From an optimization exercise on the open Yosys and OpenROAD flow, aimed at small area, a short achievable clock period and few clock cycles; shortcuts taken in it are not production practice. At most, simulation tests tie the RTL to the original design; equivalence was not proved. Power figures rest on the tool's default switching activity, not on a simulated workload.

## run X
==> flow/design.v <==
module nr_step(
	input [10:0] r, input [9:0] q, input [1:0] p,
	output [10:0] r_n, output [9:0] q_n
);
wire neg = r[10];
wire ci = |p;
wire [9:0] hi = r[9:0] + ({1'b0, q[8:0]} ^ {10{~neg}}) + {9'd0, ci};
assign r_n = {hi[8:0], p - 2'd1};
assign q_n = {q[8:0], ~hi[9]};
endmodule
module rs_cudu_v2(
	input clock, reset,
	input sqrt_start, input [19:0] data_in,
	output sqrt_done, output [9:0] data_out
);
reg [2:0] cnt;		 
reg done;
reg [9:0] q;		 
reg [10:0] r;		 
reg [1:0] pr;		 
assign sqrt_done = done;
assign data_out = q;
function [6:0] seed;
	input [5:0] d;
	case (d)
		6'd0: seed = {3'd0, 4'd0};
		6'd1: seed = {3'd1, 4'd0};
		6'd2: seed = {3'd1, 4'd1};
		6'd3: seed = {3'd1, 4'd2};
		6'd4: seed = {3'd2, 4'd0};
		6'd5: seed = {3'd2, 4'd1};
		6'd6: seed = {3'd2, 4'd2};
		6'd7: seed = {3'd2, 4'd3};
		6'd8: seed = {3'd2, 4'd4};
		6'd9: seed = {3'd3, 4'd0};
		6'd10: seed = {3'd3, 4'd1};
		6'd11: seed = {3'd3, 4'd2};
		6'd12: seed = {3'd3, 4'd3};
		6'd13: seed = {3'd3, 4'd4};
		6'd14: seed = {3'd3, 4'd5};
		6'd15: seed = {3'd3, 4'd6};
		6'd16: seed = {3'd4, 4'd0};
		6'd17: seed = {3'd4, 4'd1};
		6'd18: seed = {3'd4, 4'd2};
		6'd19: seed = {3'd4, 4'd3};
		6'd20: seed = {3'd4, 4'd4};
		6'd21: seed = {3'd4, 4'd5};
		6'd22: seed = {3'd4, 4'd6};
		6'd23: seed = {3'd4, 4'd7};
		6'd24: seed = {3'd4, 4'd8};
		6'd25: seed = {3'd5, 4'd0};
		6'd26: seed = {3'd5, 4'd1};
		6'd27: seed = {3'd5, 4'd2};
		6'd28: seed = {3'd5, 4'd3};
		6'd29: seed = {3'd5, 4'd4};
		6'd30: seed = {3'd5, 4'd5};
		6'd31: seed = {3'd5, 4'd6};
		6'd32: seed = {3'd5, 4'd7};
		6'd33: seed = {3'd5, 4'd8};
		6'd34: seed = {3'd5, 4'd9};
		6'd35: seed = {3'd5, 4'd10};
		6'd36: seed = {3'd6, 4'd0};
		6'd37: seed = {3'd6, 4'd1};
		6'd38: seed = {3'd6, 4'd2};
		6'd39: seed = {3'd6, 4'd3};
		6'd40: seed = {3'd6, 4'd4};
		6'd41: seed = {3'd6, 4'd5};
		6'd42: seed = {3'd6, 4'd6};
		6'd43: seed = {3'd6, 4'd7};
		6'd44: seed = {3'd6, 4'd8};
		6'd45: seed = {3'd6, 4'd9};
		6'd46: seed = {3'd6, 4'd10};
		6'd47: seed = {3'd6, 4'd11};
		6'd48: seed = {3'd6, 4'd12};
		6'd49: seed = {3'd7, 4'd0};
		6'd50: seed = {3'd7, 4'd1};
		6'd51: seed = {3'd7, 4'd2};
		6'd52: seed = {3'd7, 4'd3};
		6'd53: seed = {3'd7, 4'd4};
		6'd54: seed = {3'd7, 4'd5};
		6'd55: seed = {3'd7, 4'd6};
		6'd56: seed = {3'd7, 4'd7};
		6'd57: seed = {3'd7, 4'd8};
		6'd58: seed = {3'd7, 4'd9};
		6'd59: seed = {3'd7, 4'd10};
		6'd60: seed = {3'd7, 4'd11};
		6'd61: seed = {3'd7, 4'd12};
		6'd62: seed = {3'd7, 4'd13};
		6'd63: seed = {3'd7, 4'd14};
	endcase
endfunction
wire [2:0] q0;
wire [3:0] r0;
assign {q0, r0} = seed(data_in[19:14]);
wire [10:0] rs [0:1];
wire [9:0] qs [0:1];
assign rs[0] = r;
assign qs[0] = q;
nr_step s0 (.r(rs[0]), .q(qs[0]), .p(pr[1:0]), .r_n(rs[1]), .q_n(qs[1]));
always @(posedge clock, posedge reset)
	if (reset) cnt <= 3'd0;
	else if (sqrt_start) cnt <= 3'd1;
	else if (cnt == 3'd7) cnt <= 3'd0;
	else if (cnt != 3'd0) cnt <= cnt + 3'd1;
always @(posedge clock, posedge reset)
	if (reset) done <= 1'b0;
	else done <= (cnt == 3'd6);
always @(posedge clock) begin
	if (sqrt_start) begin
		q <= {7'd0, q0};
		r <= {7'd0, r0};
	end else begin
		if (cnt != 3'd0) q <= qs[1];
		r <= rs[1];
	end
	case (cnt)
		3'd0: pr <= data_in[13:12];
		3'd1: pr <= data_in[11:10];
		3'd2: pr <= data_in[9:8];
		3'd3: pr <= data_in[7:6];
		3'd4: pr <= data_in[5:4];
		3'd5: pr <= data_in[3:2];
		default: pr <= data_in[1:0];
	endcase
end
endmodule
clock: 5.0 ns
lec_check: 0
cap_margin: 20
core_margin: 2
core_utilization: 40
setup_slack_margin: 2.5
slew_margin: 20
run.sh (not shown) runs the stock make flow with config.mk's settings and CLKGATE_MAP_FILE= SYNTH_SCRIPT=/design/flow/synth_recipe.tcl, a recipe that flattens the netlist after the stock synthesis.
Testbench counts of run X, summed over its fixed seeds: cycles 32,008.
Inputs modified between run X and run C:
--- a/flow/design.v
+++ b/flow/design.v
@@ -92,6 +92,11 @@
 wire [2:0] q0;
 wire [3:0] r0;
 assign {q0, r0} = seed(data_in[19:14]);
+wire [10:0] ss [0:1];
+wire [9:0] sq [0:1];
+assign ss[0] = {7'd0, r0};
+assign sq[0] = {7'd0, q0};
+nr_step t0 (.r(ss[0]), .q(sq[0]), .p(data_in[13:12]), .r_n(ss[1]), .q_n(sq[1]));
 wire [10:0] rs [0:1];
 wire [9:0] qs [0:1];
 assign rs[0] = r;
@@ -100,26 +105,25 @@
 always @(posedge clock, posedge reset)
 	if (reset) cnt <= 3'd0;
 	else if (sqrt_start) cnt <= 3'd1;
-	else if (cnt == 3'd7) cnt <= 3'd0;
+	else if (cnt == 3'd6) cnt <= 3'd0;
 	else if (cnt != 3'd0) cnt <= cnt + 3'd1;
 always @(posedge clock, posedge reset)
 	if (reset) done <= 1'b0;
-	else done <= (cnt == 3'd6);
+	else done <= (cnt == 3'd5);
 always @(posedge clock) begin
 	if (sqrt_start) begin
-		q <= {7'd0, q0};
-		r <= {7'd0, r0};
+		q <= sq[1];
+		r <= ss[1];
 	end else begin
 		if (cnt != 3'd0) q <= qs[1];
 		r <= rs[1];
 	end
 	case (cnt)
-		3'd0: pr <= data_in[13:12];
-		3'd1: pr <= data_in[11:10];
-		3'd2: pr <= data_in[9:8];
-		3'd3: pr <= data_in[7:6];
-		3'd4: pr <= data_in[5:4];
-		3'd5: pr <= data_in[3:2];
+		3'd0: pr <= data_in[11:10];
+		3'd1: pr <= data_in[9:8];
+		3'd2: pr <= data_in[7:6];
+		3'd3: pr <= data_in[5:4];
+		3'd4: pr <= data_in[3:2];
 		default: pr <= data_in[1:0];
 	endcase
 end
--- outcome ---
- Run X: full flow OK, the timing, DRC and antenna checks passed
- Run C: all stages complete, timing, DRC and antenna checks passed
- Lower detailed-routed wire length on met3 goes to run X over run C.
- Total power essentially unchanged between run C and run X.
- Run C: wire length reported by the detailed router is 1300 um higher than what run X reported.
- Per the comparison of run C with run X, number of enable flip-flop cells after synthesis has increased, time the worst path needs with I/O delays and setup now sits higher, detailed-routed wire length on met2 rose 810 um, wire length of the first global-routing pass moved up.
- Of run C and run X, the lower number of library cell types mapped by synthesis belongs to run C.
- Run C: simple-gate share of the synthesized area higher than run X
- Changes observed in run C relative to run X: power dissipated in sequential cells went down by about 7%, cell area reported after detailed placement went up about 13%, fraction of standard cell area that is sequential went down 6.1 points, largest incremental delay on the critical path shrank by 0.41 ns.
- In run C, proportion of power drawn by combinational gates is higher than in run X.
The RTL of run C was laid out without a check of its function.

[re-timing with driven ports]
In the flow no input, the clock included, has a driving cell. The finished layouts below were timed again as built, in two steps.
Step 1 assumes that a clkbuf_16 drives the clock port and a buf_2 every other input.
Step 2 adds t to the input delays and takes it off the output delays; t is the mean of the earliest and latest rising clock arrival at the registers after step 1. Input paths then give back, and output paths get back, about the clock's delay inside the block.
a / b / c = ideal ports / drivers / drivers and shift; a / b = the first two.
run | t, ns | setup slack, ns | hold WS [ns] | pins driven straight from the clock port
run X | 0.297 | 2.623 / 2.628 / 2.331 | 0.421 / 0.421 / 0.421 | 1
run C | 0.299 | 2.291 / 2.183 / 1.884 | 0.500 / 0.500 / 0.500 | 1
After both steps setup and hold are still met in every run listed. For run C, which loses most, drivers alone change the setup slack by -0.108 ns; drivers and shift together by -0.407 ns.
